What follows belongs to an exercise in optimizing a design on an open flow for small area, a short achievable clock period and few clock cycles; a production flow would make more cautious choices.
Only simulation tests tie the RTL to the original design; equivalence was not proved.
Power figures rest on the tool's default switching activity, not on a simulated workload.

**flow/config.mk**
```make
export PLATFORM = sky130hd
export DESIGN_NAME = axifull_dev
export DESIGN_NICKNAME = axifull_dev
export VERILOG_FILES = /design/flow/design.v
export SDC_FILE = /design/flow/constraint.sdc
export NUM_CORES = 4
export LEC_CHECK = 0
export CAP_MARGIN = 20
export CORE_MARGIN = 2
export CORE_UTILIZATION = 45
export PLACE_DENSITY = 0.6
export SLEW_MARGIN = 20
```
**flow/constraint.sdc**
```tcl
create_clock -name core_clock -period 5.0 [get_ports {s00_axi_aclk}]
set_input_delay 1.0000 -clock core_clock [delete_from_list [all_inputs] [get_ports {s00_axi_aclk}]]
set_output_delay 1.0000 -clock core_clock [all_outputs]
set_load 0.01 [all_outputs]
```
**flow/design.v**
```verilog
`timescale 1 ns / 1 ps
	module axifull_dev_S00_AXI #
	(
		parameter integer C_S_AXI_ID_WIDTH	= 1,
		parameter integer C_S_AXI_DATA_WIDTH	= 128,
		parameter integer C_S_AXI_ADDR_WIDTH	= 10,
		parameter integer C_S_AXI_AWUSER_WIDTH	= 0,
		parameter integer C_S_AXI_ARUSER_WIDTH	= 0,
		parameter integer C_S_AXI_WUSER_WIDTH	= 0,
		parameter integer C_S_AXI_RUSER_WIDTH	= 0,
		parameter integer C_S_AXI_BUSER_WIDTH	= 0
	)
	(
		input wire  S_AXI_ACLK,
		input wire  S_AXI_ARESETN,
		input wire [C_S_AXI_ID_WIDTH-1 : 0] S_AXI_AWID,
		input wire [C_S_AXI_ADDR_WIDTH-1 : 0] S_AXI_AWADDR,
		input wire [7 : 0] S_AXI_AWLEN,
		input wire [2 : 0] S_AXI_AWSIZE,
		input wire [1 : 0] S_AXI_AWBURST,
		input wire  S_AXI_AWLOCK,
		input wire [3 : 0] S_AXI_AWCACHE,
		input wire [2 : 0] S_AXI_AWPROT,
		input wire [3 : 0] S_AXI_AWQOS,
		input wire [3 : 0] S_AXI_AWREGION,
		input wire  S_AXI_AWVALID,
		output wire  S_AXI_AWREADY,
		input wire [C_S_AXI_DATA_WIDTH-1 : 0] S_AXI_WDATA,
		input wire [(C_S_AXI_DATA_WIDTH/8)-1 : 0] S_AXI_WSTRB,
		input wire  S_AXI_WLAST,
		input wire  S_AXI_WVALID,
		output wire  S_AXI_WREADY,
		output wire [C_S_AXI_ID_WIDTH-1 : 0] S_AXI_BID,
		output wire [1 : 0] S_AXI_BRESP,
		output wire  S_AXI_BVALID,
		input wire  S_AXI_BREADY,
		input wire [C_S_AXI_ID_WIDTH-1 : 0] S_AXI_ARID,
		input wire [C_S_AXI_ADDR_WIDTH-1 : 0] S_AXI_ARADDR,
		input wire [7 : 0] S_AXI_ARLEN,
		input wire [2 : 0] S_AXI_ARSIZE,
		input wire [1 : 0] S_AXI_ARBURST,
		input wire  S_AXI_ARLOCK,
		input wire [3 : 0] S_AXI_ARCACHE,
		input wire [2 : 0] S_AXI_ARPROT,
		input wire [3 : 0] S_AXI_ARQOS,
		input wire [3 : 0] S_AXI_ARREGION,
		input wire  S_AXI_ARVALID,
		output wire  S_AXI_ARREADY,
		output wire [C_S_AXI_ID_WIDTH-1 : 0] S_AXI_RID,
		output wire [C_S_AXI_DATA_WIDTH-1 : 0] S_AXI_RDATA,
		output wire [1 : 0] S_AXI_RRESP,
		output wire  S_AXI_RLAST,
		output wire  S_AXI_RVALID,
		input wire  S_AXI_RREADY
	);
	localparam integer DW = C_S_AXI_DATA_WIDTH;
	localparam integer NB = DW/8;
	localparam integer AW = C_S_AXI_ADDR_WIDTH;
	localparam integer NW = 16;           
	localparam integer KW = 4;            
	localparam integer KR = 8;            
	localparam integer SW = NW/KW;
	localparam integer SR = NW/KR;
	reg  [3:0]      m;
	reg  [3:0]      e;
	reg  [NW*DW-1:0] ring;
	reg             st_idle, st_wr, st_rd;
	reg             acc;                  
	reg             wrdy;                 
	reg             pend;                 
	reg             lastb;                
	reg             fixed;
	reg             wdone;                
	reg  [NB-1:0]   mask;
	reg  [DW-1:0]   dbuf;
	reg  [C_S_AXI_ID_WIDTH-1:0] id;
	reg             bvalid, rvalid, rlast;
	reg  [7:0]      rleft;                
	assign S_AXI_AWREADY = acc;
	assign S_AXI_ARREADY = acc;
	assign S_AXI_WREADY  = wrdy;
	assign S_AXI_BID     = id;
	assign S_AXI_BRESP   = 2'b00;
	assign S_AXI_BVALID  = bvalid;
	assign S_AXI_RID     = id;
	assign S_AXI_RDATA   = dbuf;
	assign S_AXI_RRESP   = 2'b00;
	assign S_AXI_RLAST   = rlast;
	assign S_AXI_RVALID  = rvalid;
	wire al_w = (e % SW) == 0;
	wire al_r = (e % SR) == 0;
	wire commit = pend & al_w & (~fixed | lastb);
	reg [NW*DW-1:0] ring_n;
	integer k, b;
	always @* begin
	  for (k = 0; k < NW; k = k + 1)
	    ring_n[k*DW +: DW] = ring[((k+1)%NW)*DW +: DW];
	  for (k = 0; k < KW; k = k + 1)
	    for (b = 0; b < NB; b = b + 1)
	      if (commit && e == k*SW && mask[b])
	        ring_n[k*SW*DW + b*8 +: 8] = dbuf[b*8 +: 8];
	end
	always @(posedge S_AXI_ACLK)
	  ring <= ring_n;
	reg [DW-1:0] tap;
	always @* begin
	  tap = ring[1*DW +: DW];
	  for (k = 0; k < KR; k = k + 1)
	    if (e == k*SR)
	      tap = ring[((k*SR+1)%NW)*DW +: DW];
	end
	reg n_idle, n_wr, n_rd, n_pend, n_lastb, n_fixed, n_wdone;
	reg [NB-1:0] n_mask;
	reg [DW-1:0] n_dbuf;
	reg [C_S_AXI_ID_WIDTH-1:0] n_id;
	reg n_bvalid, n_rvalid, n_rlast;
	reg [7:0] n_rleft;
	reg [3:0] n_e;
	reg will_commit;
	wire aw_hs = acc & S_AXI_AWVALID;
	wire ar_hs = acc & S_AXI_ARVALID & ~S_AXI_AWVALID;
	wire w_hs  = wrdy & S_AXI_WVALID;
	wire rfree = ~rvalid | (S_AXI_RREADY & ~rlast & ~fixed);
	wire rload = st_rd & al_r & rfree;
	always @* begin
	  n_idle = st_idle; n_wr = st_wr; n_rd = st_rd;
	  n_pend = pend; n_lastb = lastb; n_fixed = fixed; n_wdone = wdone;
	  n_mask = mask; n_dbuf = dbuf; n_id = id;
	  n_bvalid = bvalid; n_rvalid = rvalid; n_rlast = rlast; n_rleft = rleft;
	  n_e = e - 4'd1;
	  if (commit) begin
	    n_pend = 1'b0;
	    if (!fixed) n_e = e;
	  end
	  if (aw_hs) begin
	    n_idle = 1'b0; n_wr = 1'b1; n_wdone = 1'b0;
	    n_id = S_AXI_AWID;
	    n_fixed = (S_AXI_AWBURST == 2'b00);
	    n_e = S_AXI_AWADDR[AW-1:AW-4] + m;
	  end
	  if (ar_hs) begin
	    n_idle = 1'b0; n_rd = 1'b1;
	    n_id = S_AXI_ARID;
	    n_fixed = (S_AXI_ARBURST == 2'b00);
	    n_e = S_AXI_ARADDR[AW-1:AW-4] + m;
	    n_rleft = S_AXI_ARLEN;
	    n_rvalid = 1'b0;
	  end
	  if (st_wr) begin
	    if (!fixed) begin
	      if (wrdy) begin
	        n_dbuf = S_AXI_WDATA;
	        n_mask = S_AXI_WSTRB;
	        n_lastb = S_AXI_WLAST;
	      end
	      if (w_hs) begin
	        n_pend = 1'b1;
	        n_wdone = S_AXI_WLAST;
	      end
	    end else if (w_hs) begin
	      for (b = 0; b < NB; b = b + 1)
	        if (S_AXI_WSTRB[b]) n_dbuf[b*8 +: 8] = S_AXI_WDATA[b*8 +: 8];
	      n_mask = (pend ? mask : {NB{1'b0}}) | S_AXI_WSTRB;
	      n_pend = 1'b1;
	      n_lastb = S_AXI_WLAST;
	      n_wdone = S_AXI_WLAST;
	    end
	  end
	  if (st_rd) begin
	    if (rvalid && S_AXI_RREADY) begin
	      if (rlast) begin
	        n_rvalid = 1'b0; n_rd = 1'b0; n_idle = 1'b1;
	      end else begin
	        n_rleft = rleft - 8'd1;
	        n_rlast = (rleft == 8'd1);
	        if (!fixed && !al_r) n_rvalid = 1'b0;
	      end
	    end
	    if (rload) begin
	      n_dbuf = tap;
	      n_rvalid = 1'b1;
	      if (!rvalid) n_rlast = (rleft == 8'd0);
	      if (!fixed) n_e = e;
	    end
	  end
	  will_commit = n_pend & ((n_e % SW) == 0) & (~n_fixed | n_lastb);
	  if (st_wr && !(bvalid && S_AXI_BREADY) && n_wdone && (!n_pend || will_commit))
	    n_bvalid = 1'b1;
	  if (bvalid && S_AXI_BREADY) begin
	    n_bvalid = 1'b0; n_wr = 1'b0; n_idle = 1'b1;
	  end
	end
	always @(posedge S_AXI_ACLK) begin
	  m     <= m - 4'd1;
	  e     <= n_e;
	  pend  <= n_pend;
	  mask  <= n_mask;
	  dbuf  <= n_dbuf;
	  id    <= n_id;
	  fixed <= n_fixed;
	  rleft <= n_rleft;
	  rlast <= n_rlast;
	  if (S_AXI_ARESETN == 1'b0) begin
	    st_idle <= 1'b1; st_wr <= 1'b0; st_rd <= 1'b0;
	    acc     <= ~n_pend;
	    wrdy    <= 1'b0;
	    bvalid  <= 1'b0;
	    rvalid  <= 1'b0;
	    wdone   <= 1'b0;
	    lastb   <= 1'b1;
	  end else begin
	    st_idle <= n_idle; st_wr <= n_wr; st_rd <= n_rd;
	    acc     <= n_idle & ~n_pend;
	    wrdy    <= n_wr & ~n_wdone & (n_fixed | ~n_pend | will_commit);
	    bvalid  <= n_bvalid;
	    rvalid  <= n_rvalid;
	    wdone   <= n_wdone;
	    lastb   <= n_lastb;
	  end
	end
	endmodule
`timescale 1 ns / 1 ps
	module axifull_dev #
	(
		parameter integer C_S00_AXI_ID_WIDTH	= 8,
		parameter integer C_S00_AXI_DATA_WIDTH	= 128,
		parameter integer C_S00_AXI_ADDR_WIDTH	= 8,
		parameter integer C_S00_AXI_AWUSER_WIDTH	= 0,
		parameter integer C_S00_AXI_ARUSER_WIDTH	= 0,
		parameter integer C_S00_AXI_WUSER_WIDTH	= 0,
		parameter integer C_S00_AXI_RUSER_WIDTH	= 0,
		parameter integer C_S00_AXI_BUSER_WIDTH	= 0
	)
	(
		input wire  s00_axi_aclk,
		input wire  s00_axi_aresetn,
		input wire [C_S00_AXI_ID_WIDTH-1 : 0] s00_axi_awid,
		input wire [C_S00_AXI_ADDR_WIDTH-1 : 0] s00_axi_awaddr,
		input wire [7 : 0] s00_axi_awlen,
		input wire [2 : 0] s00_axi_awsize,
		input wire [1 : 0] s00_axi_awburst,
		input wire  s00_axi_awlock,
		input wire [3 : 0] s00_axi_awcache,
		input wire [2 : 0] s00_axi_awprot,
		input wire [3 : 0] s00_axi_awqos,
		input wire [3 : 0] s00_axi_awregion,
		input wire  s00_axi_awvalid,
		output wire  s00_axi_awready,
		input wire [C_S00_AXI_DATA_WIDTH-1 : 0] s00_axi_wdata,
		input wire [(C_S00_AXI_DATA_WIDTH/8)-1 : 0] s00_axi_wstrb,
		input wire  s00_axi_wlast,
		input wire  s00_axi_wvalid,
		output wire  s00_axi_wready,
		output wire [C_S00_AXI_ID_WIDTH-1 : 0] s00_axi_bid,
		output wire [1 : 0] s00_axi_bresp,
		output wire  s00_axi_bvalid,
		input wire  s00_axi_bready,
		input wire [C_S00_AXI_ID_WIDTH-1 : 0] s00_axi_arid,
		input wire [C_S00_AXI_ADDR_WIDTH-1 : 0] s00_axi_araddr,
		input wire [7 : 0] s00_axi_arlen,
		input wire [2 : 0] s00_axi_arsize,
		input wire [1 : 0] s00_axi_arburst,
		input wire  s00_axi_arlock,
		input wire [3 : 0] s00_axi_arcache,
		input wire [2 : 0] s00_axi_arprot,
		input wire [3 : 0] s00_axi_arqos,
		input wire [3 : 0] s00_axi_arregion,
		input wire  s00_axi_arvalid,
		output wire  s00_axi_arready,
		output wire [C_S00_AXI_ID_WIDTH-1 : 0] s00_axi_rid,
		output wire [C_S00_AXI_DATA_WIDTH-1 : 0] s00_axi_rdata,
		output wire [1 : 0] s00_axi_rresp,
		output wire  s00_axi_rlast,
		output wire  s00_axi_rvalid,
		input wire  s00_axi_rready
	);
	axifull_dev_S00_AXI # (
		.C_S_AXI_ID_WIDTH(C_S00_AXI_ID_WIDTH),
		.C_S_AXI_DATA_WIDTH(C_S00_AXI_DATA_WIDTH),
		.C_S_AXI_ADDR_WIDTH(C_S00_AXI_ADDR_WIDTH),
		.C_S_AXI_AWUSER_WIDTH(C_S00_AXI_AWUSER_WIDTH),
		.C_S_AXI_ARUSER_WIDTH(C_S00_AXI_ARUSER_WIDTH),
		.C_S_AXI_WUSER_WIDTH(C_S00_AXI_WUSER_WIDTH),
		.C_S_AXI_RUSER_WIDTH(C_S00_AXI_RUSER_WIDTH),
		.C_S_AXI_BUSER_WIDTH(C_S00_AXI_BUSER_WIDTH)
	) axifull_dev_S00_AXI_inst (
		.S_AXI_ACLK(s00_axi_aclk),
		.S_AXI_ARESETN(s00_axi_aresetn),
		.S_AXI_AWID(s00_axi_awid),
		.S_AXI_AWADDR(s00_axi_awaddr),
		.S_AXI_AWLEN(s00_axi_awlen),
		.S_AXI_AWSIZE(s00_axi_awsize),
		.S_AXI_AWBURST(s00_axi_awburst),
		.S_AXI_AWLOCK(s00_axi_awlock),
		.S_AXI_AWCACHE(s00_axi_awcache),
		.S_AXI_AWPROT(s00_axi_awprot),
		.S_AXI_AWQOS(s00_axi_awqos),
		.S_AXI_AWREGION(s00_axi_awregion),
		.S_AXI_AWVALID(s00_axi_awvalid),
		.S_AXI_AWREADY(s00_axi_awready),
		.S_AXI_WDATA(s00_axi_wdata),
		.S_AXI_WSTRB(s00_axi_wstrb),
		.S_AXI_WLAST(s00_axi_wlast),
		.S_AXI_WVALID(s00_axi_wvalid),
		.S_AXI_WREADY(s00_axi_wready),
		.S_AXI_BID(s00_axi_bid),
		.S_AXI_BRESP(s00_axi_bresp),
		.S_AXI_BVALID(s00_axi_bvalid),
		.S_AXI_BREADY(s00_axi_bready),
		.S_AXI_ARID(s00_axi_arid),
		.S_AXI_ARADDR(s00_axi_araddr),
		.S_AXI_ARLEN(s00_axi_arlen),
		.S_AXI_ARSIZE(s00_axi_arsize),
		.S_AXI_ARBURST(s00_axi_arburst),
		.S_AXI_ARLOCK(s00_axi_arlock),
		.S_AXI_ARCACHE(s00_axi_arcache),
		.S_AXI_ARPROT(s00_axi_arprot),
		.S_AXI_ARQOS(s00_axi_arqos),
		.S_AXI_ARREGION(s00_axi_arregion),
		.S_AXI_ARVALID(s00_axi_arvalid),
		.S_AXI_ARREADY(s00_axi_arready),
		.S_AXI_RID(s00_axi_rid),
		.S_AXI_RDATA(s00_axi_rdata),
		.S_AXI_RRESP(s00_axi_rresp),
		.S_AXI_RLAST(s00_axi_rlast),
		.S_AXI_RVALID(s00_axi_rvalid),
		.S_AXI_RREADY(s00_axi_rready)
	);
	endmodule
```
**flow/run.sh**
```bash
#!/bin/bash
# synth_recipe.tcl (not shown) runs the flow's synth.tcl, then flattens the netlist and writes it again
# the make line also repeats each setting of config.mk as NAME=value (left out here)
make -C /OpenROAD-flow-scripts/flow DESIGN_CONFIG=/design/flow/config.mk WORK_HOME=/design/flow/orfs CLKGATE_MAP_FILE= SYNTH_SCRIPT=/design/flow/synth_recipe.tcl finish
```
==> summary.md, run 1 <==
| Metric | Value |
|---|---|
| Number of flops mapped to enable cells by yosys | `27` |
| Netlist cell types | `67` |
| # hold bufs at CTS | `0` |
| Number of port buffers | `between 300 and 400` |
| Post-CTS setup buffer count | `0` |
| CTS tree | `done` |
| #FFs+latches synth | `2,228` |
| Average detailed-routed wire length per instance | `24.3 um` |
| Required time of the critical path | `5.73 ns` |
| Kind of critical path | `reg2reg` |
| Critical register-to-register path startpoint | `axifull_dev_S00_AXI_inst.e[0]` |
| Portion of total power attributed to combinational logic | `26.0%` |
| Row cnt | `140` |
| Final #Nets | `5,859` |
| Switching power as a share of total power | `32.9%` |
| End of the critical path | `axifull_dev_S00_AXI_inst.ring[1539]` |
| Post-synthesis cell count | `5,289` |
| Largest net degree at the start of global routing | `125` |
| Most common cell after layout, fill and taps aside | `sky130_fd_sc_hd__dfxtp_1` |
| Count of filler cells inserted in the layout | `12,400` |
| Count of boundary I/O pins | `slightly below 400` |
| Worst path cell trace | `inv_1 -> ha_4 -> nand3_1 -> nor2_4 -> nand2_1 -> mux2_2` |
| Time the final worst path needs with I/O delays and setup | `3.80 ns` |
| Most frequent cells in the layout | `2,200 x sky130_fd_sc_hd__dfxtp_1, 572 x sky130_fd_sc_hd__mux2_2, 357 x sky130_fd_sc_hd__nand2_1` |
| Global-route wire length before repair | `273,000 um` |
| Actual transition at the worst max-transition pin | `1.12 ns` |
| Clock-pin slew of the registers on the worst-case setup and hold paths | `0.06 ns` |
| Int Power | `34.3 mW` |
| Sink count of the clock tree | `2,228` |
| Avg Vias per Cell | `5.47` |
| Relative contribution of sequential cells to total power | `roughly 43%` |
| Count of instances resized after the clock tree is built | `0` |
| Crit path from | `axifull_dev_S00_AXI_inst.e[0]` |
| Last weighted congestion value of the routability-driven placer | `a little under 0.8` |
| Minimum setup slack after placement | `1.21 ns` |
| Reg-to-reg critical path endpoint | `axifull_dev_S00_AXI_inst.ring[1539]` |
| Power Density | `653 nW/um^2` |
| Warnings, synthesis | `1` |
| Prevailing post-synth register cell | `sky130_fd_sc_hd__dfxtp_1` |
| Final Cycle Share | `75.9%` |
| Arr. time, crit path | `4.53 ns` |
| Share of synthesized flip-flops with an asynchronous set or reset | `0%` |
| Detail Placement HPWL | `107,000 um` |
| Multi-input combinational cell area | `~20,000 sq um` |
| Result of the run | `no timing/DRC/antenna violations` |
| Iteration-0 DRC count of the detailed router | `between 3,000 and 4,000` |
| Cell with the biggest individual delay on the critical path | `sky130_fd_sc_hd__nor2_4` |
| DIE AREA | `between 100,000 and 150,000 sq um` |
| Power spent charging and discharging nets | `16.8 mW` |
| Power share of the clock group | `31.4%` |
| Setup repair after global routing missed its margin | `no` |
| Headroom to the max-slew limit | `25.0%` |
| Mean Syn Cell Area | `12.4 sq um` |
| Vias in the first global route | `41,200` |
| Fin. max-slew vios | `0` |
| Core box area | `145,000 sq um` |
| DRC Markers | `0` |
| Die extent in x | `387 um` |
| Leakage power total | `just over 30 nW` |
| Number of vias after detailed routing | `42,100` |
| Number of levels in the clock H-tree | `4` |
| GRT Residual Overflow | `0` |
| Final Hold Viols | `0` |
| Peak Freq | `roughly 0.26 GHz` |
| Clock buffers created by TritonCTS | `210` |
| Insertion delay to the later sink of the worst-skew pair | `0.86 ns` |
| Register area | `about 45,000 sq um` |
| Final count of negative-setup-slack endpoints | `0` |
| Worst-case register-to-register setup slack | `1.20 ns` |
| Worst-path maximum fanout | `43` |
| Initial core utilization | `45.3%` |
| Layout Skew | `0.0457 ns` |
| Number of cells traversed by the worst hold path | `0` |
| Post-synthesis instance area | `65,800 sq um` |
| Remaining number of nets flagged by the antenna check after routing | `0` |
| Number of cell instances on the worst register-to-register path | `6` |
| Peak supply drop | `between 0.5 and 0.6 mV` |
| Total Neg Setup Slack | `0 ns` |
| Routed Wire Length | `187,000 um` |
| P&R area growth vs syn | `18.9%` |
| Max-capacitance violation count | `0` |
| Cell chosen for the clock root | `sky130_fd_sc_hd__clkbuf_16` |
| Number of antenna violations at the first check in global routing | `14` |
| Sort of element at the start of the critical path | `register` |
| Bufs on Longest Clock Path | `3` |
| Fraction of layout instances using a drive strength above 1 | `19.4%` |
| Maximum single-stage delay on the critical path | `0.90 ns` |
| Final setup margin | `1.20 ns` |
| Count of TritonRoute iterations in the first routing pass | `7` |
| Hold crit path type | `reg2reg` |
| Overall fraction of global-route tracks in use | `24.4%` |
| Kind of end point of the critical path | `register` |
| Proportion of synthesized chip area in sequential cells | `68.2%` |
| Height of the die | `just under 400 um` |
[logic make-up (layout without fill, tap and decap cells)]
| kind of cell | after synthesis | in the layout | share of synthesized area (%) |
|---|---|---|---|
| multiplexers | 726 | 726 | 12.2 |
| other | 1 | 8 | 0.00570 |
| adder cells (fa/ha/maj) | 15 | 15 | 0.308 |
| flip-flops | 2228 | 2228 | 68.2 |
| XOR/XNOR | 10 | 10 | 0.133 |
| AND/OR/NAND/NOR | 743 | 743 | 4.87 |
| buffers and inverters | 327 | 810 | 2.05 |
| AO/OA/AOI/OAI | 1239 | 1239 | 12.3 |
[registers in the layout, indices dropped and copies added, names as in the netlist, 4 cells and up]
signal                          count
axifull_dev_S00_AXI_inst.id         8
axifull_dev_S00_AXI_inst.dbuf     128
axifull_dev_S00_AXI_inst.rleft      8
axifull_dev_S00_AXI_inst.e          4
axifull_dev_S00_AXI_inst.ring    2048
axifull_dev_S00_AXI_inst.m          4
axifull_dev_S00_AXI_inst.mask      16
[cell usage after synthesis (4+ instances only)]
library cell               instances  area (sq um)
sky130_fd_sc_hd__mux2i_1         131          1310
sky130_fd_sc_hd__mux2_1           23           259
sky130_fd_sc_hd__edfxtp_1         27           811
sky130_fd_sc_hd__o21a_1           47           353
sky130_fd_sc_hd__o221ai_1         83           727
sky130_fd_sc_hd__nor2b_1          50           313
sky130_fd_sc_hd__buf_2            50           250
sky130_fd_sc_hd__a21o_1           19           143
sky130_fd_sc_hd__a21boi_0          5          37.5
sky130_fd_sc_hd__o21ai_0         262          1310
sky130_fd_sc_hd__nor3_1           87           435
sky130_fd_sc_hd__o22ai_1         256          1600
sky130_fd_sc_hd__o21ba_2          82           821
sky130_fd_sc_hd__nand4_1           4          25.0
sky130_fd_sc_hd__inv_1            16          60.1
sky130_fd_sc_hd__mux2_2          572          6440
sky130_fd_sc_hd__buf_4            15           113
sky130_fd_sc_hd__nor2_1          185           694
sky130_fd_sc_hd__a21oi_2          12           105
sky130_fd_sc_hd__nand2b_1          7          43.8
sky130_fd_sc_hd__nand2_1         359          1350
sky130_fd_sc_hd__nand2_2          20           125
sky130_fd_sc_hd__dfxtp_1        2201         44100
sky130_fd_sc_hd__ha_1             13           163
sky130_fd_sc_hd__a22oi_1          45           338
sky130_fd_sc_hd__xor2_1            4          35.0
sky130_fd_sc_hd__buf_1            40           150
sky130_fd_sc_hd__nand3_1           9          45.0
sky130_fd_sc_hd__a211oi_1         87           653
sky130_fd_sc_hd__a21oi_1         273          1370
sky130_fd_sc_hd__a221o_1          47           470
sky130_fd_sc_hd__clkbuf_1        203           762
sky130_fd_sc_hd__xnor2_1           6          52.6
sky130_fd_sc_hd__nand3b_1          5          37.5
[final cells by class]
type,count,area share (%)
Timing Repair Buffer,407,5.15
Clock buffer,305,7.83
Clock inverter,80,1.23
Tap cell,1917,3.06
Multi-Input combinational cell,2737,25.3
Antenna cell,4,0.0128
Inverter,18,0.0927
Sequential cell,2228,57.3
[critical path, delay by kind of cell (launching register included)]
family | cells | cell delay (ns)
DFF | 1 | 0.34
and+or+nand+nor | 3 | 1.94
buffers and inverters | 1 | 0.20
adders and majority gates | 1 | 0.71
muxes | 1 | 0.45
[routing by layer]
layer / track usage (%) / wire, um / vias up
met5: 0 / 39 / -
met3: 5.23 / 14500 / 323
li1: - / - / 19400
met1: 33.9 / 84700 / 20900
met2: 38.0 / 82800 / 1542
met4: 7.37 / 4590 / 6
[power by group through the flow]
stage,Combinational [mW],Sequential (mW),Clock [mW]
global placement,13.0,22.1,0
detailed placement,13.1,22.2,0
CTS,13.2,21.8,16.3
finish,13.3,21.8,16.0
floorplan,7.74,21.5,0
global route,14.2,22.0,17.0
[per-stage QoR]
step	area (sq um)	power [mW]	std cells	util, %	hold WS, ns
2_1_floorplan	65900	29.3	5292	-	0.310
3_3_place_gp	71200	35.2	7307	49.0	0.310
3_5_place_dp	71200	35.3	7307	49.0	0.312
4_1_cts	78300	51.3	7692	53.8	0.272
5_1_grt	78300	53.2	7694	53.8	0.293
6_report	78300	51.1	7696	53.8	0.283
[worst min-delay path by stage]
stage | startpoint | to | slack, ns
final | axifull_dev_S00_AXI_inst.ring[1330] | axifull_dev_S00_AXI_inst.ring[1202] | 0.28
after global routing | axifull_dev_S00_AXI_inst.ring[1330] | axifull_dev_S00_AXI_inst.ring[1202] | 0.29
after CTS | axifull_dev_S00_AXI_inst.ring[1330] | axifull_dev_S00_AXI_inst.ring[1202] | 0.27
after detailed placement | axifull_dev_S00_AXI_inst.ring[276] | axifull_dev_S00_AXI_inst.ring[148] | 0.31
after global placement | axifull_dev_S00_AXI_inst.ring[83] | axifull_dev_S00_AXI_inst.ring[2003] | 0.31
after floorplan | axifull_dev_S00_AXI_inst.ring[1128] | axifull_dev_S00_AXI_inst.ring[1000] | 0.31
Testbench counts, summed over its fixed seeds: cycles 27,433.
==> run 2, diff against run 1 <==
--- a/flow/design.v
+++ b/flow/design.v
@@ -58,7 +58,7 @@
 	localparam integer AW = C_S_AXI_ADDR_WIDTH;
 	localparam integer NW = 16;           
 	localparam integer KW = 4;            
-	localparam integer KR = 8;            
+	localparam integer KR = 4;            
 	localparam integer SW = NW/KW;
 	localparam integer SR = NW/KR;
 	reg  [3:0]      m;
@@ -87,9 +87,12 @@
 	assign S_AXI_RRESP   = 2'b00;
 	assign S_AXI_RLAST   = rlast;
 	assign S_AXI_RVALID  = rvalid;
-	wire al_w = (e % SW) == 0;
-	wire al_r = (e % SR) == 0;
-	wire commit = pend & al_w & (~fixed | lastb);
+	reg  [KW-1:0]   wc;
+	reg  [KR-1:0]   ta, tb;
+	reg             ra, rb;               
+	reg             ldi, ldf;             
+	wire commit = |wc;
+	wire rload  = ra | (rb & S_AXI_RREADY);
 	reg [NW*DW-1:0] ring_n;
 	integer k, b;
 	always @* begin
@@ -97,35 +100,43 @@
 	    ring_n[k*DW +: DW] = ring[((k+1)%NW)*DW +: DW];
 	  for (k = 0; k < KW; k = k + 1)
 	    for (b = 0; b < NB; b = b + 1)
-	      if (commit && e == k*SW && mask[b])
+	      if (wc[k] && mask[b])
 	        ring_n[k*SW*DW + b*8 +: 8] = dbuf[b*8 +: 8];
 	end
 	always @(posedge S_AXI_ACLK)
 	  ring <= ring_n;
-	reg [DW-1:0] tap;
+	wire [NB-1:0] selw = {NB{ldi}} | ({NB{ldf & S_AXI_WVALID}} & S_AXI_WSTRB);
+	wire [NB-1:0] selh = ~selw & {NB{~rload}};
+	reg  [KR-1:0] selt;
+	reg  [DW-1:0] dbuf_n;
 	always @* begin
-	  tap = ring[1*DW +: DW];
 	  for (k = 0; k < KR; k = k + 1)
-	    if (e == k*SR)
-	      tap = ring[((k*SR+1)%NW)*DW +: DW];
+	    selt[k] = ta[k] | (tb[k] & S_AXI_RREADY);
+	  for (b = 0; b < NB; b = b + 1)
+	    dbuf_n[b*8 +: 8] = ({8{selw[b]}} & S_AXI_WDATA[b*8 +: 8]) |
+	                       ({8{selh[b]}} & dbuf[b*8 +: 8]);
+	  for (k = 0; k < KR; k = k + 1)
+	    dbuf_n = dbuf_n | ({DW{selt[k]}} & ring[((k*SR+1)%NW)*DW +: DW]);
 	end
+	always @(posedge S_AXI_ACLK)
+	  dbuf <= dbuf_n;
 	reg n_idle, n_wr, n_rd, n_pend, n_lastb, n_fixed, n_wdone;
 	reg [NB-1:0] n_mask;
-	reg [DW-1:0] n_dbuf;
 	reg [C_S_AXI_ID_WIDTH-1:0] n_id;
 	reg n_bvalid, n_rvalid, n_rlast;
 	reg [7:0] n_rleft;
 	reg [3:0] n_e;
-	reg will_commit;
+	reg n_acc, n_wrdy, n_ra, n_rb, n_ldi, n_ldf;
+	reg [KW-1:0] n_wc;
+	reg [KR-1:0] n_ta, n_tb;
+	reg will_commit, al_r_n;
 	wire aw_hs = acc & S_AXI_AWVALID;
 	wire ar_hs = acc & S_AXI_ARVALID & ~S_AXI_AWVALID;
 	wire w_hs  = wrdy & S_AXI_WVALID;
-	wire rfree = ~rvalid | (S_AXI_RREADY & ~rlast & ~fixed);
-	wire rload = st_rd & al_r & rfree;
 	always @* begin
 	  n_idle = st_idle; n_wr = st_wr; n_rd = st_rd;
 	  n_pend = pend; n_lastb = lastb; n_fixed = fixed; n_wdone = wdone;
-	  n_mask = mask; n_dbuf = dbuf; n_id = id;
+	  n_mask = mask; n_id = id;
 	  n_bvalid = bvalid; n_rvalid = rvalid; n_rlast = rlast; n_rleft = rleft;
 	  n_e = e - 4'd1;
 	  if (commit) begin
@@ -149,7 +160,6 @@
 	  if (st_wr) begin
 	    if (!fixed) begin
 	      if (wrdy) begin
-	        n_dbuf = S_AXI_WDATA;
 	        n_mask = S_AXI_WSTRB;
 	        n_lastb = S_AXI_WLAST;
 	      end
@@ -158,8 +168,6 @@
 	        n_wdone = S_AXI_WLAST;
 	      end
 	    end else if (w_hs) begin
-	      for (b = 0; b < NB; b = b + 1)
-	        if (S_AXI_WSTRB[b]) n_dbuf[b*8 +: 8] = S_AXI_WDATA[b*8 +: 8];
 	      n_mask = (pend ? mask : {NB{1'b0}}) | S_AXI_WSTRB;
 	      n_pend = 1'b1;
 	      n_lastb = S_AXI_WLAST;
@@ -173,11 +181,10 @@
 	      end else begin
 	        n_rleft = rleft - 8'd1;
 	        n_rlast = (rleft == 8'd1);
-	        if (!fixed && !al_r) n_rvalid = 1'b0;
+	        if (!rload && !fixed) n_rvalid = 1'b0;
 	      end
 	    end
 	    if (rload) begin
-	      n_dbuf = tap;
 	      n_rvalid = 1'b1;
 	      if (!rvalid) n_rlast = (rleft == 8'd0);
 	      if (!fixed) n_e = e;
@@ -189,35 +196,52 @@
 	  if (bvalid && S_AXI_BREADY) begin
 	    n_bvalid = 1'b0; n_wr = 1'b0; n_idle = 1'b1;
 	  end
-	end
-	always @(posedge S_AXI_ACLK) begin
-	  m     <= m - 4'd1;
-	  e     <= n_e;
-	  pend  <= n_pend;
-	  mask  <= n_mask;
-	  dbuf  <= n_dbuf;
-	  id    <= n_id;
-	  fixed <= n_fixed;
-	  rleft <= n_rleft;
-	  rlast <= n_rlast;
 	  if (S_AXI_ARESETN == 1'b0) begin
-	    st_idle <= 1'b1; st_wr <= 1'b0; st_rd <= 1'b0;
-	    acc     <= ~n_pend;
-	    wrdy    <= 1'b0;
-	    bvalid  <= 1'b0;
-	    rvalid  <= 1'b0;
-	    wdone   <= 1'b0;
-	    lastb   <= 1'b1;
-	  end else begin
-	    st_idle <= n_idle; st_wr <= n_wr; st_rd <= n_rd;
-	    acc     <= n_idle & ~n_pend;
-	    wrdy    <= n_wr & ~n_wdone & (n_fixed | ~n_pend | will_commit);
-	    bvalid  <= n_bvalid;
-	    rvalid  <= n_rvalid;
-	    wdone   <= n_wdone;
-	    lastb   <= n_lastb;
+	    n_idle = 1'b1; n_wr = 1'b0; n_rd = 1'b0;
+	    n_bvalid = 1'b0; n_rvalid = 1'b0; n_wdone = 1'b0;
+	    n_lastb = 1'b1;
+	    will_commit = n_pend & ((n_e % SW) == 0);
+	  end
+	  n_acc  = n_idle & ~n_pend;
+	  n_wrdy = n_wr & ~n_wdone & (n_fixed | ~n_pend | will_commit);
+	  n_ldi  = n_wr & ~n_fixed & n_wrdy;
+	  n_ldf  = n_wr & n_fixed & n_wrdy;
+	  for (k = 0; k < KW; k = k + 1)
+	    n_wc[k] = will_commit & (n_e == k*SW);
+	  al_r_n = (n_e % SR) == 0;
+	  n_ra = n_rd & al_r_n & ~n_rvalid;
+	  n_rb = n_rd & al_r_n & n_rvalid & ~n_rlast & ~n_fixed;
+	  for (k = 0; k < KR; k = k + 1) begin
+	    n_ta[k] = n_ra & (n_e == k*SR);
+	    n_tb[k] = n_rb & (n_e == k*SR);
 	  end
 	end
+	always @(posedge S_AXI_ACLK) begin
+	  m       <= m - 4'd1;
+	  e       <= n_e;
+	  pend    <= n_pend;
+	  mask    <= n_mask;
+	  id      <= n_id;
+	  fixed   <= n_fixed;
+	  rleft   <= n_rleft;
+	  rlast   <= n_rlast;
+	  st_idle <= n_idle;
+	  st_wr   <= n_wr;
+	  st_rd   <= n_rd;
+	  acc     <= n_acc;
+	  wrdy    <= n_wrdy;
+	  bvalid  <= n_bvalid;
+	  rvalid  <= n_rvalid;
+	  wdone   <= n_wdone;
+	  lastb   <= n_lastb;
+	  wc      <= n_wc;
+	  ta      <= n_ta;
+	  tb      <= n_tb;
+	  ra      <= n_ra;
+	  rb      <= n_rb;
+	  ldi     <= n_ldi;
+	  ldf     <= n_ldf;
+	end
 	endmodule
 `timescale 1 ns / 1 ps
 	module axifull_dev #
--- a/flow/config.mk
+++ b/flow/config.mk
@@ -9,4 +9,5 @@
 export CORE_MARGIN = 2
 export CORE_UTILIZATION = 45
 export PLACE_DENSITY = 0.6
+export SETUP_SLACK_MARGIN = 2.5
 export SLEW_MARGIN = 20
==> run 2 against run 1 <==
  * Critical path depth up 5
  * Synthesized cell count down 25%
  * Fmax up 53%
  * Count of clock-buffer cells in the layout down 2
  * Synthesized area down 13%
  * Cell count down 18%
  * Critical path type is now in2reg
==> summary.md, run 2 <==
| Metric | Value |
|---|---|
| Synth Area in Simple Gates | `4.26%` |
| Kind of critical path | `in2reg` |
| Number of vias after detailed routing | `~30,000` |
| Post-synthesis instance area | `57,500 sq um` |
| Mux cell area share after synthesis | `10.1%` |
| Minimum setup slack after placement | `1.41 ns` |
| Worst-path maximum fanout | `6` |
| Row cnt | `around 130` |
| Power after layout | `49.7 mW` |
| Reg-to-reg critical path endpoint | `axifull_dev_S00_AXI_inst.ta[1]` |
| DRC Markers | `0` |
| Vias in the first global route | `30,300` |
| GRT Residual Overflow | `0` |
| Last weighted congestion value of the routability-driven placer | `0.767` |
| Fin. max-slew vios | `0` |
| Number of levels in the clock H-tree | `4` |
| Detail Placement HPWL | `roughly 69,000 um` |
| Worst-case register-to-register setup slack | `about 2.7 ns` |
| Final #Nets | `between 4,000 and 5,000` |
| DIE AREA | `131,000 sq um` |
| Final setup margin | `approximately 2.5 ns` |
| Yosys top cell by area | `sky130_fd_sc_hd__dfxtp_1` |
| Avg Vias per Cell | `4.76` |
| Bufs on Longest Clock Path | `3` |
| Count of TritonRoute iterations in the first routing pass | `7` |
| Peak supply drop | `around 0.40 mV` |
| Mean Syn Cell Area | `about 14 sq um` |
| Fraction of layout instances using a drive strength above 1 | `about a quarter` |
| Power Density | `roughly 700 nW/um^2` |
| Number of cells traversed by the worst hold path | `0` |
| Result of the run | `no timing/DRC/antenna violations` |
| Final Hold Viols | `0` |
| Post-detailed-placement cell area | `62,800 sq um` |
| Sort of element at the start of the critical path | `input port` |
| Routed Wire Length | `119,000 um` |
| Die extent in x | `~360 um` |
| Critical register-to-register path startpoint | `axifull_dev_S00_AXI_inst.wc[1]` |
| Fin area | `~71,000 sq um` |
| Total Neg Setup Slack | `0 ns` |
| Prevailing post-synth register cell | `sky130_fd_sc_hd__dfxtp_1` |
| Required time of the critical path | `5.73 ns` |
| Arr. time, crit path | `3.22 ns` |
| Insertion delay to the later sink of the worst-skew pair | `0.82 ns` |
| Proportion of synthesized chip area in sequential cells | `approximately four fifths` |
| Kind of end point of the critical path | `register` |
| Time the final worst path needs with I/O delays and setup | `2.49 ns` |
| Iteration-0 DRC count of the detailed router | `1,666` |
| # hold bufs at CTS | `0` |
| Number of flops mapped to enable cells by yosys | `24` |
| Largest net degree at the start of global routing | `110` |
| Number of cell instances on the worst register-to-register path | `7` |
| Actual transition at the worst max-transition pin | `0.877 ns` |
| Most common cell after layout, fill and taps aside | `sky130_fd_sc_hd__dfxtp_1` |
| Post-synthesis cell count | `~4,000` |
| Sink count of the clock tree | `approximately 2,200` |
| Final Util | `between 50% and 60%` |
| Global-route wire length before repair | `around 180,000 um` |
| Max-capacitance violation count | `0` |
| Hold crit path type | `reg2reg` |
| Most area-consuming cells after synthesis | `sky130_fd_sc_hd__dfxtp_1 77%, sky130_fd_sc_hd__mux2_2 10%, sky130_fd_sc_hd__a22oi_1 3.3%` |
| Leakage power total | `29.1 nW` |
| Final count of negative-setup-slack endpoints | `0` |
| P&R area growth vs syn | `22.6%` |
| Clock-pin slew of the registers on the worst-case setup and hold paths | `0.06 ns` |
| Peak Freq | `0.402 GHz` |
| Number of flip-flops under the largest register name | `2,048` |
| Setup repair after global routing missed its margin | `yes` |
| Worst hold start | `axifull_dev_S00_AXI_inst.ring[257]` |
| Main combinational cell family by area after synthesis | `multiplexers` |
| Synthesized-area fraction occupied by ao, oa, aoi and oai cells | `roughly 5.6%` |
| Parity-gate share of the synthesized area counting xor and xnor cells | `0.122%` |
| Share of synthesized flip-flops with an asynchronous set or reset | `0%` |
| Top-area cell type share of the netlist area | `77.3%` |
| Worst hold path endpoint | `axifull_dev_S00_AXI_inst.ring[129]` |
| Overall fraction of global-route tracks in use | `18.1%` |
| Synthesized-area fraction occupied by adder cells | `less than 1%` |
| Average detailed-routed wire length per instance | `between 15 and 20 um` |
| Layout Skew | `0.0609 ns` |
| #FFs+latches synth | `around 2,200` |
| Count of filler cells inserted in the layout | `10,400` |
| Number of antenna violations at the first check in global routing | `12` |
| Final Cycle Share | `49.7%` |
| CTS tree | `done` |
| Register name with the most flops | `axifull_dev_S00_AXI_inst.ring` |
| Headroom to the max-slew limit | `41.5%` |
| Warnings, synthesis | `1` |
| Clock buffers created by TritonCTS | `~210` |
| Netlist cell types | `between 60 and 70` |
| Most frequent cells in the layout | `2,087 x sky130_fd_sc_hd__dfxtp_1, 512 x sky130_fd_sc_hd__mux2_2, 369 x sky130_fd_sc_hd__nand2_1` |
| Top Registers | `axifull_dev_S00_AXI_inst.ring x2048, axifull_dev_S00_AXI_inst.dbuf x128, axifull_dev_S00_AXI_inst.mask x16` |
| Height of the die | `362 um` |
| Remaining number of nets flagged by the antenna check after routing | `0` |
| Cell chosen for the clock root | `sky130_fd_sc_hd__clkbuf_16` |
| Initial core utilization | `45.2%` |
| Most numerous cell in the Yosys netlist | `sky130_fd_sc_hd__dfxtp_1` |
| Number of port buffers | `around 340` |
| Count of boundary I/O pins | `396` |
| Commonest cells in the netlist | `2,220 x sky130_fd_sc_hd__dfxtp_1, 512 x sky130_fd_sc_hd__mux2_2, 370 x sky130_fd_sc_hd__nand2_1` |
| Core box area | `about 130,000 sq um` |
[run 2: cell count changes after synthesis, moves of 93 or more]
| cell | previous run | this run |
|---|---|---|
| sky130_fd_sc_hd__a22oi_1 | 45 | 256 |
| sky130_fd_sc_hd__a21oi_1 | 273 | 29 |
| sky130_fd_sc_hd__mux2i_1 | 131 | 3 |
| sky130_fd_sc_hd__o22ai_1 | 256 | 0 |
| sky130_fd_sc_hd__o21ai_0 | 262 | 140 |
| sky130_fd_sc_hd__clkbuf_1 | 203 | 110 |
| sky130_fd_sc_hd__nand3_1 | 9 | 133 |
| sky130_fd_sc_hd__nor2_1 | 185 | 14 |
[run 2: layout make-up]
cell class                 instances  area (sq um)  area share, %
clock buffer                     303          6100           8.65
clock inverter                    83          1120           1.59
inverter                          23          86.3          0.122
tap                             1662          2080           2.95
multi-input combinational       1585         11900           16.8
timing repair buffer             397          3720           5.27
antenna                            6          15.0         0.0213
sequential                      2244         45500           64.6
[run 2: timing repair]
action,4_1_cts,5_1_grt
resized for setup,713,39
buffers inserted,26,5
pin swaps,1,4
setup endpoints to repair,173,45
[run 2: where the power goes]
part / switching (mW) / internal, mW
Clock: 6.67 / 9.41
Combinational: 2.82 / 3.01
Sequential: 2.77 / 25.1
Total: 12.3 / 37.5
[run 2: worst max-delay path by stage]
stage,slack [ns],endpoint,startpoint,depth (start not counted)
after global placement,1.32,axifull_dev_S00_AXI_inst.dbuf[78],s00_axi_wvalid,7
after detailed placement,1.41,axifull_dev_S00_AXI_inst.wc[1],s00_axi_rready,7
final,2.51,axifull_dev_S00_AXI_inst.wc[0],s00_axi_araddr[4],11
after CTS,2.24,s00_axi_rdata[61],axifull_dev_S00_AXI_inst.dbuf[61],1
after global routing,2.41,s00_axi_rdata[61],axifull_dev_S00_AXI_inst.dbuf[61],1
after floorplan,2.39,axifull_dev_S00_AXI_inst.ta[3],s00_axi_awaddr[4],9
[run 2: critical path, stage by stage]
cell and delay, ns:
sky130_fd_sc_hd__clkdlybuf4s50_1 0.51, sky130_fd_sc_hd__ha_4 0.15, sky130_fd_sc_hd__inv_2 0.04, sky130_fd_sc_hd__fa_2 0.37, sky130_fd_sc_hd__xor2_1 0.14, sky130_fd_sc_hd__nand2_1 0.09
sky130_fd_sc_hd__a31o_1 0.23, sky130_fd_sc_hd__a32oi_2 0.23, sky130_fd_sc_hd__nand4_1 0.13, sky130_fd_sc_hd__buf_4 0.18, sky130_fd_sc_hd__nor3_2 0.15
[run 2: metal layers]
| metal | GRT usage, % | up-vias | part of all wire [%] |
|---|---|---|---|
| li1 | - | 14600 | - |
| met1 | 23.9 | 14500 | 46 |
| met2 | 28.8 | 646 | 46 |
| met3 | 4.12 | 243 | 4.8 |
| met4 | 7.43 | 10 | 3.2 |
| met5 | 0 | - | 0.055 |
[run 2: logic make-up (layout without fill, tap and decap cells)]
logic type,Yosys count,count (layout)
compound gates,479,479
xor+xnor,8,8
fa+ha+maj,12,12
buf+inv,161,806
flops,2244,2244
mux,515,515
other cells,1,10
simple gates,567,567
[run 2: metrics by stage]
step           hold slack, ns  std cells
2_1_floorplan           0.310       3990
3_3_place_gp            0.310       5880
3_5_place_dp            0.312       5880
4_1_cts                 0.273       6292
5_1_grt                 0.292       6302
6_report                0.275       6303
Testbench counts of run 2, summed over its fixed seeds: cycles 28,633.
==> run 3, diff against run 2 <==
--- a/flow/design.v
+++ b/flow/design.v
@@ -64,6 +64,7 @@
 	reg  [3:0]      m;
 	reg  [3:0]      e;
 	reg  [NW*DW-1:0] ring;
+	integer k, b;
 	reg             st_idle, st_wr, st_rd;
 	reg             acc;                  
 	reg             wrdy;                 
@@ -91,10 +92,22 @@
 	reg  [KR-1:0]   ta, tb;
 	reg             ra, rb;               
 	reg             ldi, ldf;             
+	wire aw_hs = acc & S_AXI_AWVALID;
+	wire ar_hs = acc & S_AXI_ARVALID & ~S_AXI_AWVALID;
+	wire w_hs  = wrdy & S_AXI_WVALID;
+	reg  [KR-1:0]   tm;
+	reg  [3:0]      tw;
+	always @* begin
+	  for (k = 0; k < KR; k = k + 1) begin
+	    tw = k*SR;
+	    tw = tw - m - 4'd1;
+	    tm[k] = ar_hs & (S_AXI_ARADDR[AW-1:AW-4] == tw);
+	  end
+	end
+	wire tm_any = |tm;
 	wire commit = |wc;
 	wire rload  = ra | (rb & S_AXI_RREADY);
 	reg [NW*DW-1:0] ring_n;
-	integer k, b;
 	always @* begin
 	  for (k = 0; k < NW; k = k + 1)
 	    ring_n[k*DW +: DW] = ring[((k+1)%NW)*DW +: DW];
@@ -106,12 +119,12 @@
 	always @(posedge S_AXI_ACLK)
 	  ring <= ring_n;
 	wire [NB-1:0] selw = {NB{ldi}} | ({NB{ldf & S_AXI_WVALID}} & S_AXI_WSTRB);
-	wire [NB-1:0] selh = ~selw & {NB{~rload}};
+	wire [NB-1:0] selh = ~selw & {NB{~rload & ~tm_any}};
 	reg  [KR-1:0] selt;
 	reg  [DW-1:0] dbuf_n;
 	always @* begin
 	  for (k = 0; k < KR; k = k + 1)
-	    selt[k] = ta[k] | (tb[k] & S_AXI_RREADY);
+	    selt[k] = ta[k] | (tb[k] & S_AXI_RREADY) | tm[k];
 	  for (b = 0; b < NB; b = b + 1)
 	    dbuf_n[b*8 +: 8] = ({8{selw[b]}} & S_AXI_WDATA[b*8 +: 8]) |
 	                       ({8{selh[b]}} & dbuf[b*8 +: 8]);
@@ -125,37 +138,37 @@
 	reg [C_S_AXI_ID_WIDTH-1:0] n_id;
 	reg n_bvalid, n_rvalid, n_rlast;
 	reg [7:0] n_rleft;
-	reg [3:0] n_e;
+	reg [3:0] n_e, n_ei;
 	reg n_acc, n_wrdy, n_ra, n_rb, n_ldi, n_ldf;
 	reg [KW-1:0] n_wc;
 	reg [KR-1:0] n_ta, n_tb;
 	reg will_commit, al_r_n;
-	wire aw_hs = acc & S_AXI_AWVALID;
-	wire ar_hs = acc & S_AXI_ARVALID & ~S_AXI_AWVALID;
-	wire w_hs  = wrdy & S_AXI_WVALID;
+	reg [3:0] tw2;
 	always @* begin
 	  n_idle = st_idle; n_wr = st_wr; n_rd = st_rd;
 	  n_pend = pend; n_lastb = lastb; n_fixed = fixed; n_wdone = wdone;
 	  n_mask = mask; n_id = id;
 	  n_bvalid = bvalid; n_rvalid = rvalid; n_rlast = rlast; n_rleft = rleft;
-	  n_e = e - 4'd1;
+	  n_ei = e - 4'd1;
 	  if (commit) begin
 	    n_pend = 1'b0;
-	    if (!fixed) n_e = e;
+	    if (!fixed) n_ei = e;
 	  end
 	  if (aw_hs) begin
 	    n_idle = 1'b0; n_wr = 1'b1; n_wdone = 1'b0;
 	    n_id = S_AXI_AWID;
 	    n_fixed = (S_AXI_AWBURST == 2'b00);
-	    n_e = S_AXI_AWADDR[AW-1:AW-4] + m;
 	  end
 	  if (ar_hs) begin
 	    n_idle = 1'b0; n_rd = 1'b1;
 	    n_id = S_AXI_ARID;
 	    n_fixed = (S_AXI_ARBURST == 2'b00);
-	    n_e = S_AXI_ARADDR[AW-1:AW-4] + m;
 	    n_rleft = S_AXI_ARLEN;
 	    n_rvalid = 1'b0;
+	    if (tm_any) begin
+	      n_rvalid = 1'b1;
+	      n_rlast = (S_AXI_ARLEN == 8'd0);
+	    end
 	  end
 	  if (st_wr) begin
 	    if (!fixed) begin
@@ -187,10 +200,10 @@
 	    if (rload) begin
 	      n_rvalid = 1'b1;
 	      if (!rvalid) n_rlast = (rleft == 8'd0);
-	      if (!fixed) n_e = e;
+	      if (!fixed) n_ei = e;
 	    end
 	  end
-	  will_commit = n_pend & ((n_e % SW) == 0) & (~n_fixed | n_lastb);
+	  will_commit = n_pend & ((n_ei % SW) == 0) & (~n_fixed | n_lastb);
 	  if (st_wr && !(bvalid && S_AXI_BREADY) && n_wdone && (!n_pend || will_commit))
 	    n_bvalid = 1'b1;
 	  if (bvalid && S_AXI_BREADY) begin
@@ -200,20 +213,35 @@
 	    n_idle = 1'b1; n_wr = 1'b0; n_rd = 1'b0;
 	    n_bvalid = 1'b0; n_rvalid = 1'b0; n_wdone = 1'b0;
 	    n_lastb = 1'b1;
-	    will_commit = n_pend & ((n_e % SW) == 0);
+	    will_commit = n_pend & ((n_ei % SW) == 0);
 	  end
 	  n_acc  = n_idle & ~n_pend;
 	  n_wrdy = n_wr & ~n_wdone & (n_fixed | ~n_pend | will_commit);
 	  n_ldi  = n_wr & ~n_fixed & n_wrdy;
 	  n_ldf  = n_wr & n_fixed & n_wrdy;
 	  for (k = 0; k < KW; k = k + 1)
-	    n_wc[k] = will_commit & (n_e == k*SW);
-	  al_r_n = (n_e % SR) == 0;
+	    n_wc[k] = will_commit & (n_ei == k*SW);
+	  al_r_n = (n_ei % SR) == 0;
 	  n_ra = n_rd & al_r_n & ~n_rvalid;
 	  n_rb = n_rd & al_r_n & n_rvalid & ~n_rlast & ~n_fixed;
 	  for (k = 0; k < KR; k = k + 1) begin
-	    n_ta[k] = n_ra & (n_e == k*SR);
-	    n_tb[k] = n_rb & (n_e == k*SR);
+	    n_ta[k] = n_ra & (n_ei == k*SR);
+	    n_tb[k] = n_rb & (n_ei == k*SR);
+	  end
+	  n_e = n_ei;
+	  if (aw_hs && S_AXI_ARESETN)
+	    n_e = S_AXI_AWADDR[AW-1:AW-4] + m;
+	  if (ar_hs && S_AXI_ARESETN) begin
+	    n_e = S_AXI_ARADDR[AW-1:AW-4] + m;
+	    if (tm_any) n_e = n_e + 4'd1;
+	    for (k = 0; k < KR; k = k + 1) begin
+	      tw2 = k*SR;
+	      tw2 = tw2 - m;
+	      n_ta[k] = ~tm_any & (S_AXI_ARADDR[AW-1:AW-4] == tw2);
+	      n_tb[k] = tm[k] & (S_AXI_ARBURST != 2'b00) & (S_AXI_ARLEN != 8'd0);
+	    end
+	    n_ra = |n_ta;
+	    n_rb = |n_tb;
 	  end
 	end
 	always @(posedge S_AXI_ACLK) begin
--- a/flow/config.mk
+++ b/flow/config.mk
@@ -8,6 +8,8 @@
 export CAP_MARGIN = 20
 export CORE_MARGIN = 2
 export CORE_UTILIZATION = 45
+export CTS_CLUSTER_DIAMETER = 100
+export CTS_CLUSTER_SIZE = 25
 export PLACE_DENSITY = 0.6
 export SETUP_SLACK_MARGIN = 2.5
 export SLEW_MARGIN = 20
==> run 3 against run 2 <==
  * Synthesized cell count rose by 0.85%
  * Fmax shrank 2.1%
  * Sequential power barely moved
  * Cell count down 1.1%
  * Global-route usage is essentially flat
  * Critical path type unchanged
  * Critical endpoint is now axifull_dev_S00_AXI_inst.dbuf[45]
==> summary.md, run 3 <==
| Metric | Value |
|---|---|
| Multi-input combinational cell area | `13,800 sq um` |
| Number of cells traversed by the worst hold path | `0` |
| Core box area | `approximately 130,000 sq um` |
| Avg Vias per Cell | `4.80` |
| Number of cell instances on the worst register-to-register path | `10` |
| Bufs on Longest Clock Path | `3` |
| Peak supply drop | `between 0.3 and 0.4 mV` |
| Netlist cell types | `58` |
| Die extent in x | `approximately 360 um` |
| Kind of critical path | `in2reg` |
| Post-synthesis cell count | `4,021` |
| Peak Freq | `0.393 GHz` |
| Number of levels in the clock H-tree | `3` |
| DRC Markers | `0` |
| Arr. time, crit path | `3.15 ns` |
| Hold crit path type | `reg2reg` |
| Time the final worst path needs with I/O delays and setup | `2.54 ns` |
| Fin area | `69,500 sq um` |
| Register name with the most flops | `axifull_dev_S00_AXI_inst.ring` |
| Largest net degree at the start of global routing | `52` |
| Fraction of layout instances using a drive strength above 1 | `25.9%` |
| Most common cell after layout, fill and taps aside | `sky130_fd_sc_hd__dfxtp_1` |
| Worst-case register-to-register setup slack | `2.48 ns` |
| Top-area cell type share of the netlist area | `75.8%` |
| Total Neg Setup Slack | `0 ns` |
| Headroom to the max-slew limit | `about 36%` |
| Top Registers | `axifull_dev_S00_AXI_inst.ring x2048, axifull_dev_S00_AXI_inst.dbuf x128, axifull_dev_S00_AXI_inst.mask x16` |
| Worst-path maximum fanout | `8` |
| Power Density | `622 nW/um^2` |
| #FFs+latches synth | `2,244` |
| Register area | `45,400 sq um` |
| Mean Syn Cell Area | `roughly 15 sq um` |
| Final Cycle Share | `roughly 51%` |
| Result of the run | `no timing/DRC/antenna violations` |
| Setup repair after global routing missed its margin | `yes` |
| Power after layout | `43.2 mW` |
| Actual transition at the worst max-transition pin | `0.965 ns` |
| Post-synthesis instance area | `about 59,000 sq um` |
| Yosys top cell by area | `sky130_fd_sc_hd__dfxtp_1` |
| Height of the die | `about 360 um` |
| DIE AREA | `between 100,000 and 150,000 sq um` |
| Global-route wire length before repair | `182,000 um` |
| Fin. max-slew vios | `0` |
| P&R area growth vs syn | `18.6%` |
| Max-capacitance violation count | `0` |
| Most frequent cells in the layout | `2,085 x sky130_fd_sc_hd__dfxtp_1, 513 x sky130_fd_sc_hd__mux2_2, 368 x sky130_fd_sc_hd__nand2_1` |
| Commonest cells in the netlist | `2,220 x sky130_fd_sc_hd__dfxtp_1, 513 x sky130_fd_sc_hd__mux2_2, 368 x sky130_fd_sc_hd__nand2_1` |
| Worst hold path endpoint | `axifull_dev_S00_AXI_inst.ring[1279]` |
| Number of port buffers | `337` |
| Prevailing post-synth register cell | `sky130_fd_sc_hd__dfxtp_1` |
| Routed Wire Length | `roughly 130,000 um` |
| Most area-consuming cells after synthesis | `sky130_fd_sc_hd__dfxtp_1 76%, sky130_fd_sc_hd__mux2_2 9.9%, sky130_fd_sc_hd__a221oi_2 2.7%` |
| Final Util | `around 54%` |
| Remaining number of nets flagged by the antenna check after routing | `0` |
| Sort of element at the start of the critical path | `input port` |
| Cell with the biggest individual delay on the critical path | `sky130_fd_sc_hd__a221o_4` |
| Final count of negative-setup-slack endpoints | `0` |
| Share of synthesized flip-flops with an asynchronous set or reset | `0%` |
| Most numerous cell in the Yosys netlist | `sky130_fd_sc_hd__dfxtp_1` |
| Warnings, synthesis | `1` |
| Insertion delay to the later sink of the worst-skew pair | `between 0.7 and 0.8 ns` |
| Vias in the first global route | `29,400` |
| Count of boundary I/O pins | `396` |
| Number of flip-flops under the largest register name | `2,048` |
| Final Hold Viols | `0` |
| GRT Residual Overflow | `0` |
| Post-detailed-placement cell area | `between 60,000 and 70,000 sq um` |
| Average detailed-routed wire length per instance | `~21 um` |
| CTS tree | `done` |
| Required time of the critical path | `~5.6 ns` |
| Worst hold slack | `0.315 ns` |
| Overall fraction of global-route tracks in use | `between 15 and 20%` |
| Last weighted congestion value of the routability-driven placer | `0.775` |
| Cell chosen for the clock root | `sky130_fd_sc_hd__clkbuf_16` |
| Count of TritonRoute iterations in the first routing pass | `5` |
| Clock buffers created by TritonCTS | `100` |
| Number of flops mapped to enable cells by yosys | `24` |
| Detail Placement HPWL | `around 72,000 um` |
| Critical register-to-register path startpoint | `axifull_dev_S00_AXI_inst.m[0]` |
| Clock-pin slew of the registers on the worst-case setup and hold paths | `~0.11 ns` |
| Leakage power total | `28.4 nW` |
| Maximum single-stage delay on the critical path | `between 0.4 and 0.5 ns` |
| Iteration-0 DRC count of the detailed router | `between 1,500 and 2,000` |
| Kind of end point of the critical path | `register` |
| Worst hold start | `axifull_dev_S00_AXI_inst.ring[1407]` |
| Final #Nets | `between 4,000 and 5,000` |
| Reg-to-reg critical path endpoint | `axifull_dev_S00_AXI_inst.dbuf[45]` |
| Layout Skew | `0.0410 ns` |
| Number of antenna violations at the first check in global routing | `13` |
| Proportion of synthesized chip area in sequential cells | `77.1%` |
| Number of vias after detailed routing | `approximately 30,000` |
| Initial core utilization | `45.3%` |
| Row cnt | `132` |
| Worst path cell trace | `clkdlybuf4s15_1 -> xor2_4 -> buf_12 -> xor2_4 -> xnor2_4 -> a221o_4 -> buf_12 -> clkbuf_16 -> a221oi_2 -> nand2_1` |
| Count of filler cells inserted in the layout | `10,800` |
| Sink count of the clock tree | `2,244` |
[run 3: cell count changes after synthesis, moves of 12 or more]
cell                       before  now
sky130_fd_sc_hd__buf_6          1   14
sky130_fd_sc_hd__nor2_1        14  144
sky130_fd_sc_hd__nand3_1      133   12
sky130_fd_sc_hd__o21ai_0      140   15
sky130_fd_sc_hd__clkbuf_1     110   73
sky130_fd_sc_hd__a22oi_1      256  130
sky130_fd_sc_hd__a221oi_2       0  104
sky130_fd_sc_hd__a221oi_1       0   24
sky130_fd_sc_hd__a21oi_1       29  160
sky130_fd_sc_hd__buf_4         13   25
[run 3: worst max-delay path by stage]
stage	start	slack, ns	cells past startpoint	endpoint
floorplan	s00_axi_wvalid	2.39	8	axifull_dev_S00_AXI_inst.dbuf[127]
global placement	s00_axi_araddr[5]	0.92	8	axifull_dev_S00_AXI_inst.dbuf[107]
detailed placement	s00_axi_araddr[5]	0.85	8	axifull_dev_S00_AXI_inst.dbuf[117]
CTS	axifull_dev_S00_AXI_inst.id[1]	2.46	1	s00_axi_bid[1]
global route	axifull_dev_S00_AXI_inst.m[0]	2.42	10	axifull_dev_S00_AXI_inst.dbuf[43]
finish	s00_axi_araddr[7]	2.46	10	axifull_dev_S00_AXI_inst.dbuf[45]
[run 3: critical path: cells and delay by family]
family	cells	cell delay, ns
buffers and inverters	4	0.80
AOI/OAI and AO/OA	2	0.67
xor gates and xnor gates	3	0.55
and+or+nand+nor	1	0.08
[run 3: kinds of logic after synthesis]
group | after synthesis | share of synthesized area [%]
fa+ha+maj | 13 | 0.303
buf+inv | 153 | 1.36
flops | 2244 | 77.1
other cells | 1 | 0.00640
mux | 519 | 9.96
compound gates | 486 | 6.89
xor+xnor | 23 | 0.382
simple gates | 582 | 4.02
[run 3: final cells by class]
type	instances	share of cell area (%)
inverters	17	0.103
clock buffers	118	3.79
clock inverters	8	0.162
diodes	2	0.00720
repair buffers	474	7.60
multi-input cells	1631	19.8
flip-flops and latches	2244	65.4
well taps	1742	3.14
[run 3: power by group]
part | internal (mW) | total (mW) | leakage (nW) | switching [mW]
combinational | 3.37 | 6.43 | 8.78 | 3.06
clock | 3.81 | 9.08 | 1.34 | 5.27
sequential | 24.7 | 27.7 | 18.3 | 2.99
[run 3: what timing repair did]
item	CTS	global route
endpoints found under the setup margin	293	149
setup buffers	31	27
pin swaps	14	43
hold buffers	0	0
cloned	7	27
resized for setup	502	150
[run 3: routing by layer]
metal,part of all wire [%],track usage (%)
met1,46,25.0
met2,46,29.1
met3,5.3,3.51
met4,2.3,4.97
met5,0.052,0
[run 3: per-stage QoR]
step | cells | worst slack (ns)
2_1_floorplan | 4024 | 2.39
3_3_place_gp | 6016 | 0.923
3_5_place_dp | 6016 | 0.847
4_1_cts | 6180 | 2.46
5_1_grt | 6235 | 2.42
6_report | 6236 | 2.46
Testbench counts of run 3, summed over its fixed seeds: cycles 27,385.
==> run 4, diff against run 3 <==
--- a/flow/config.mk
+++ b/flow/config.mk
@@ -9,7 +9,7 @@
 export CORE_MARGIN = 2
 export CORE_UTILIZATION = 45
 export CTS_CLUSTER_DIAMETER = 100
-export CTS_CLUSTER_SIZE = 25
+export CTS_CLUSTER_SIZE = 30
 export PLACE_DENSITY = 0.6
 export SETUP_SLACK_MARGIN = 2.5
 export SLEW_MARGIN = 20
==> run 4 against run 3 <==
  * Worst hold slack lost 0.0030 ns
  * Cell area grew 0.68%
  * Synthesized area is the same
  * Cell count grew 0.18%
  * Largest cell class unchanged
  * Highest routed layer unchanged
==> summary.md, run 4 <==
| Metric | Value |
|---|---|
| Vias in the first global route | `a little under 30,000` |
| Multi-input combinational cell area | `13,900 sq um` |
| Proportion of synthesized chip area in sequential cells | `77.1%` |
| Count of TritonRoute iterations in the first routing pass | `5` |
| Register name with the most flops | `axifull_dev_S00_AXI_inst.ring` |
| Count of filler cells inserted in the layout | `roughly 11,000` |
| Time the final worst path needs with I/O delays and setup | `2.75 ns` |
| Most numerous cell in the Yosys netlist | `sky130_fd_sc_hd__dfxtp_1` |
| Largest net degree at the start of global routing | `52` |
| Final Cycle Share | `55.0%` |
| Post-synthesis cell count | `4,021` |
| Post-synthesis instance area | `just under 60,000 sq um` |
| Synth Area in Simple Gates | `~4.0%` |
| Warnings, synthesis | `1` |
| Leakage power total | `28.5 nW` |
| Number of port buffers | `about 340` |
| Commonest cells in the netlist | `2,220 x sky130_fd_sc_hd__dfxtp_1, 513 x sky130_fd_sc_hd__mux2_2, 368 x sky130_fd_sc_hd__nand2_1` |
| Detail Placement HPWL | `72,200 um` |
| Final count of negative-setup-slack endpoints | `0` |
| Final Hold Viols | `0` |
| Core box area | `129,000 sq um` |
| Most area-consuming cells after synthesis | `sky130_fd_sc_hd__dfxtp_1 76%, sky130_fd_sc_hd__mux2_2 9.9%, sky130_fd_sc_hd__a221oi_2 2.7%` |
| Height of the die | `~360 um` |
| Bufs on Longest Clock Path | `3` |
| Mean Syn Cell Area | `roughly 15 sq um` |
| DRC Markers | `0` |
| Most common cell after layout, fill and taps aside | `sky130_fd_sc_hd__dfxtp_1` |
| Number of levels in the clock H-tree | `3` |
| Initial core utilization | `45.3%` |
| Sort of element at the start of the critical path | `register` |
| Setup repair after global routing missed its margin | `yes` |
| GRT Residual Overflow | `0` |
| Final #Nets | `~4,700` |
| Headroom to the max-slew limit | `35.7%` |
| Top-area cell type share of the netlist area | `75.8%` |
| Peak Freq | `roughly 0.36 GHz` |
| Share of synthesized flip-flops with an asynchronous set or reset | `0%` |
| Critical path's top delay family | `compound AO/OA/AOI/OAI gates` |
| Number of flops mapped to enable cells by yosys | `24` |
| Remaining number of nets flagged by the antenna check after routing | `0` |
| Fraction of layout instances using a drive strength above 1 | `between 20% and 30%` |
| Die extent in x | `365 um` |
| Result of the run | `no timing/DRC/antenna violations` |
| Count of boundary I/O pins | `396` |
| End of the critical path | `axifull_dev_S00_AXI_inst.dbuf[38]` |
| CTS tree | `done` |
| Register area | `between 40,000 and 50,000 sq um` |
| Actual transition at the worst max-transition pin | `0.965 ns` |
| Top Registers | `axifull_dev_S00_AXI_inst.ring x2048, axifull_dev_S00_AXI_inst.dbuf x128, axifull_dev_S00_AXI_inst.mask x16` |
-- run 4: cell counts after synthesis --
No cell type changed its count.
-- run 4: worst min-delay path by stage --
stage | endpoint | start | cells after the start
after detailed placement | axifull_dev_S00_AXI_inst.ring[1248] | axifull_dev_S00_AXI_inst.ring[1376] | 0
after global routing | axifull_dev_S00_AXI_inst.ring[761] | axifull_dev_S00_AXI_inst.ring[889] | 0
final | axifull_dev_S00_AXI_inst.ring[761] | axifull_dev_S00_AXI_inst.ring[889] | 0
after global placement | axifull_dev_S00_AXI_inst.ring[1872] | axifull_dev_S00_AXI_inst.ring[2000] | 0
after floorplan | axifull_dev_S00_AXI_inst.ring[1000] | axifull_dev_S00_AXI_inst.ring[1128] | 0
after CTS | axifull_dev_S00_AXI_inst.ring[761] | axifull_dev_S00_AXI_inst.ring[889] | 0
-- run 4: per-stage QoR --
stage	cell area, sq um	total power, mW	cells	utilization (%)	hold slack, ns
6_report	69900	42.6	6247	54.1	0.312
5_1_grt	69900	44.9	6246	54.1	0.316
4_1_cts	69200	42.7	6228	53.5	0.321
3_5_place_dp	64100	34.2	6016	49.6	0.312
3_3_place_gp	64100	34.0	6016	49.6	0.310
2_1_floorplan	58700	30.6	4024	-	0.310
-- run 4: kinds of logic (layout without fill, tap and decap cells) --
| kind of cell | after synthesis | in the layout |
|---|---|---|
| flops | 2244 | 2244 |
| simple gates | 582 | 582 |
| mux | 519 | 519 |
| compound gates | 486 | 490 |
| buf+inv | 153 | 628 |
| xor+xnor | 23 | 23 |
| fa+ha+maj | 13 | 13 |
| other cells | 1 | 6 |
-- run 4: where the power goes --
group          total (mW)  switching [mW]  internal [mW]
clock                8.44            5.15           3.29
combinational        6.43            3.05           3.38
sequential           27.7            3.03           24.7
-- run 4: per-layer routing --
| metal | track usage [%] | part of all wire [%] | vias up |
|---|---|---|---|
| met5 | 0 | 0.053 | - |
| met3 | 3.38 | 4.2 | 150 |
| met2 | 30.9 | 46 | 445 |
| met4 | 4.41 | 1.9 | 10 |
| met1 | 26.2 | 47 | 14800 |
| li1 | - | - | 14600 |
-- run 4: what timing repair did --
action,in CTS,in global routing
endpoints found under the setup margin,293,162
cloned,37,6
gates resized for setup,614,102
pin swaps,142,50
setup buffers,65,11
-- run 4: worst reg2reg max path: stages, from the launching register on --
cell and delay (ns):
sky130_fd_sc_hd__dfxtp_4 0.38, sky130_fd_sc_hd__clkinvlp_4 0.10, sky130_fd_sc_hd__ha_4 0.31, sky130_fd_sc_hd__xor3_2 0.37, sky130_fd_sc_hd__nand3_4 0.12, sky130_fd_sc_hd__nor2b_4 0.06, sky130_fd_sc_hd__a221o_4 0.44, sky130_fd_sc_hd__buf_6 0.13
sky130_fd_sc_hd__buf_12 0.15, sky130_fd_sc_hd__clkbuf_16 0.24, sky130_fd_sc_hd__a221oi_2 0.25, sky130_fd_sc_hd__nand2_1 0.08
-- run 4: layout make-up --
type / instances / share of cell area, %
inverters: 17 / 0.0966
flip-flops and latches: 2244 / 65.0
clock inverters: 7 / 0.116
well taps: 1742 / 3.12
multi-input cells: 1631 / 19.8
repair buffers: 501 / 8.59
diodes: 2 / 0.00716
clock buffers: 103 / 3.26

Check on run 4: ideal ports give 2.250 ns setup slack; a clkbuf_16 on the clock port and buf_2 on the inputs give 2.250 ns; moving port delays by the midpoint clock arrival (0.764 ns) as well gives 1.544 ns.
